This design comes from an exercise in tuning for small area on the open sky130 flow, not from production work.
Only simulation tests tie the RTL to the original design; equivalence was not proved.
Power figures rest on the tool's default switching activity, not on a simulated workload.

==> v6 <==
## q100_core
module q100_core
(
    input clk,
    input rst,
    output [12-1:0] itcm_addr_o,
    input  [32-1:0] itcm_din_i,
    output [17-1:0] dtcm_addr_o,
    output [4-1:0]       dtcm_we_o,
    output [32-1:0] dtcm_dout_o,
    input  [32-1:0] dtcm_din_i,
    output                        done_intr_o
);
localparam [6:0] OP_LUI   = 7'b0110111;
localparam [6:0] OP_AUIPC = 7'b0010111;
localparam [6:0] OP_JAL   = 7'b1101111;
localparam [6:0] OP_JALR  = 7'b1100111;
localparam [6:0] OP_BR    = 7'b1100011;
localparam [6:0] OP_LD    = 7'b0000011;
localparam [6:0] OP_ST    = 7'b0100011;
localparam [6:0] OP_IMM   = 7'b0010011;
localparam [6:0] OP_OP    = 7'b0110011;
localparam [6:0] OP_SYS   = 7'b1110011;
logic [31:0] pc, pc_d, instr_d;           
logic [31:0] d_ins, d_pc;                 
logic [31:0] e_ins, e_pc;                 
logic [31:0] e_xa, e_xb;                  
logic        e_bub;                       
logic        x_vld;                       
logic [31:0] x_tgt;
logic [2:0]  x_bd;
logic [31:0] x_res, x_rs2v;
logic        x_wb, x_ld, x_we0, x_we1, x_we23, x_csrw, x_csrv;
logic        f_ax, f_aw, f_bx, f_bw;     
logic [4:0]  x_rd;
logic        m_wb, m_ld, m_csrw, m_csrv;  
logic [31:0] m_res;
logic [4:0]  m_rd;
logic [31:0] rf [1:31];
logic        done;
logic keep;
wire [31:0] fa = x_vld ? x_tgt : pc;
assign itcm_addr_o = fa[12-1:0];
wire [31:0] fa4;
wire [32:2] inc_c;
assign fa4[1:0] = fa[1:0];
assign inc_c[2] = 1'b1;
generate
    for (genvar i = 2; i < 32; i++) begin : g_inc
        q100_ha u_ha(.a(fa[i]), .b(inc_c[i]), .s(fa4[i]), .co(inc_c[i + 1]));
    end
  ...
clock: 10.0 ns
lec_check: 0
cap_margin: 20
core_margin: 2
core_utilization: 40
cts_cluster_diameter: 90
cts_cluster_size: 24
slew_margin: 20
synth_hierarchical: 1
synth_minimum_keep_size: 0
run.sh (not shown) runs the stock make flow with config.mk's settings and CLKGATE_MAP_FILE= SYNTH_SCRIPT=/design/flow/synth_recipe.tcl, a recipe that flattens the netlist after the stock synthesis.
==> v11: changes against v6 <==
--- a/flow/config.mk
+++ b/flow/config.mk
@@ -8,8 +8,8 @@
 export CAP_MARGIN = 20
 export CORE_MARGIN = 2
 export CORE_UTILIZATION = 40
-export CTS_CLUSTER_DIAMETER = 90
-export CTS_CLUSTER_SIZE = 24
+export CTS_CLUSTER_DIAMETER = 100
+export CTS_CLUSTER_SIZE = 28
 export SLEW_MARGIN = 20
 export SYNTH_HIERARCHICAL = 1
 export SYNTH_MINIMUM_KEEP_SIZE = 0
==> v9: changes against v6 <==
--- a/flow/config.mk
+++ b/flow/config.mk
@@ -8,8 +8,6 @@
 export CAP_MARGIN = 20
 export CORE_MARGIN = 2
 export CORE_UTILIZATION = 40
-export CTS_CLUSTER_DIAMETER = 90
-export CTS_CLUSTER_SIZE = 24
 export SLEW_MARGIN = 20
 export SYNTH_HIERARCHICAL = 1
 export SYNTH_MINIMUM_KEEP_SIZE = 0
==> run notes <==
Power of the sequential group: v6 8.66 mW; v11 8.66 mW; v9 8.68 mW
Share of power burned in registers: v6 0.367; v11 0.371; v9 0.337
Required time of the critical path: v6 10.58 ns; v11 10.62 ns; v9 10.67 ns
Clock share of power: v6 0.147; v11 0.137; v9 0.217
Outcome: v6 no timing/DRC/antenna violations; v11 no timing/DRC/antenna violations; v9 no timing/DRC/antenna violations
GRT Resource Usage Total: v6 0.309; v11 0.308; v9 0.313
Post-layout instance count excluding filler cells: v6 7814; v11 7790; v9 7950
Arrival time at the worst endpoint: v6 9.80 ns; v11 9.79 ns; v9 9.85 ns
Clock skew after layout: v6 0.0418 ns; v11 0.0541 ns; v9 0.0413 ns
Highest attainable clock frequency: v6 0.108 GHz; v11 0.109 GHz; v9 0.109 GHz
Post-route worst hold slack: v6 0.339 ns; v11 0.342 ns; v9 0.335 ns
Endpoint, Worst Hold: v6 m_csrw; v11 m_ld; v9 m_csrw
Core Util, Final: v6 0.450; v11 0.448; v9 0.465
Wire length of the first global-routing pass: v6 388000 um; v11 387000 um; v9 391000 um
Met2 wire length: v6 125000 um; v11 125000 um; v9 125000 um
IR drop worst, VDD: v6 0.000281 V; v11 0.000282 V; v9 0.000281 V
Share of power burned in combinational logic: v6 0.486; v11 0.492; v9 0.446
Pleak: v6 28.3 nW; v11 28.2 nW; v9 29.6 nW
R2r setup slk: v6 1.37 ns; v11 1.41 ns; v9 1.37 ns
R2r startpoint: v6 m_ld; v11 e_bub; v9 m_ld
Fraction of standard cell area in multi-input logic: v6 0.363; v11 0.365; v9 0.351
Nets: v6 5833; v11 5821; v9 5910
Antenna diode count: v6 5; v11 0; v9 2
Clock network area share: v6 0.0296; v11 0.0256; v9 0.0615
Worst setup path start: v6 dtcm_din_i[3]; v11 dtcm_din_i[6]; v9 dtcm_din_i[3]
Internal portion of total power: v6 13.7 mW; v11 13.4 mW; v9 15.4 mW

re-timing with driven ports:
No port has a modelled driver above. Below, the same layouts with a new extraction and two added sets of constraints. Step 1 (the two cells are an assumption about what drives the block):
set clk [get_ports {clk}]
set_driving_cell -lib_cell sky130_fd_sc_hd__clkbuf_16 $clk
set_driving_cell -lib_cell sky130_fd_sc_hd__buf_2 [delete_from_list [all_inputs] $clk]
Step 2 also shifts input and output timing later by t, the mid clock arrival at the registers, as if the neighbouring blocks saw the same clock. Slacks: no drivers / after step 1 / after step 2; pairs: no drivers / after step 1.
run	t, ns	slack for setup (ns)	hold slack, ns	latest minus earliest clock arrival (ns)
v6	0.798	0.780 / 0.829 / 0.031	0.339 / 0.339 / 0.339	0.048 / 0.048
v11	0.839	0.834 / 0.899 / 0.061	0.342 / 0.342 / 0.342	0.055 / 0.055
v9	0.881	0.812 / 0.861 / -0.020	0.335 / 0.335 / 0.335	0.042 / 0.043
Met with ideal ports but missed after step 2: setup timing in v9. The setup slack of v9, which loses most, moves by +0.049 ns with the drivers and by -0.832 ns with both steps.
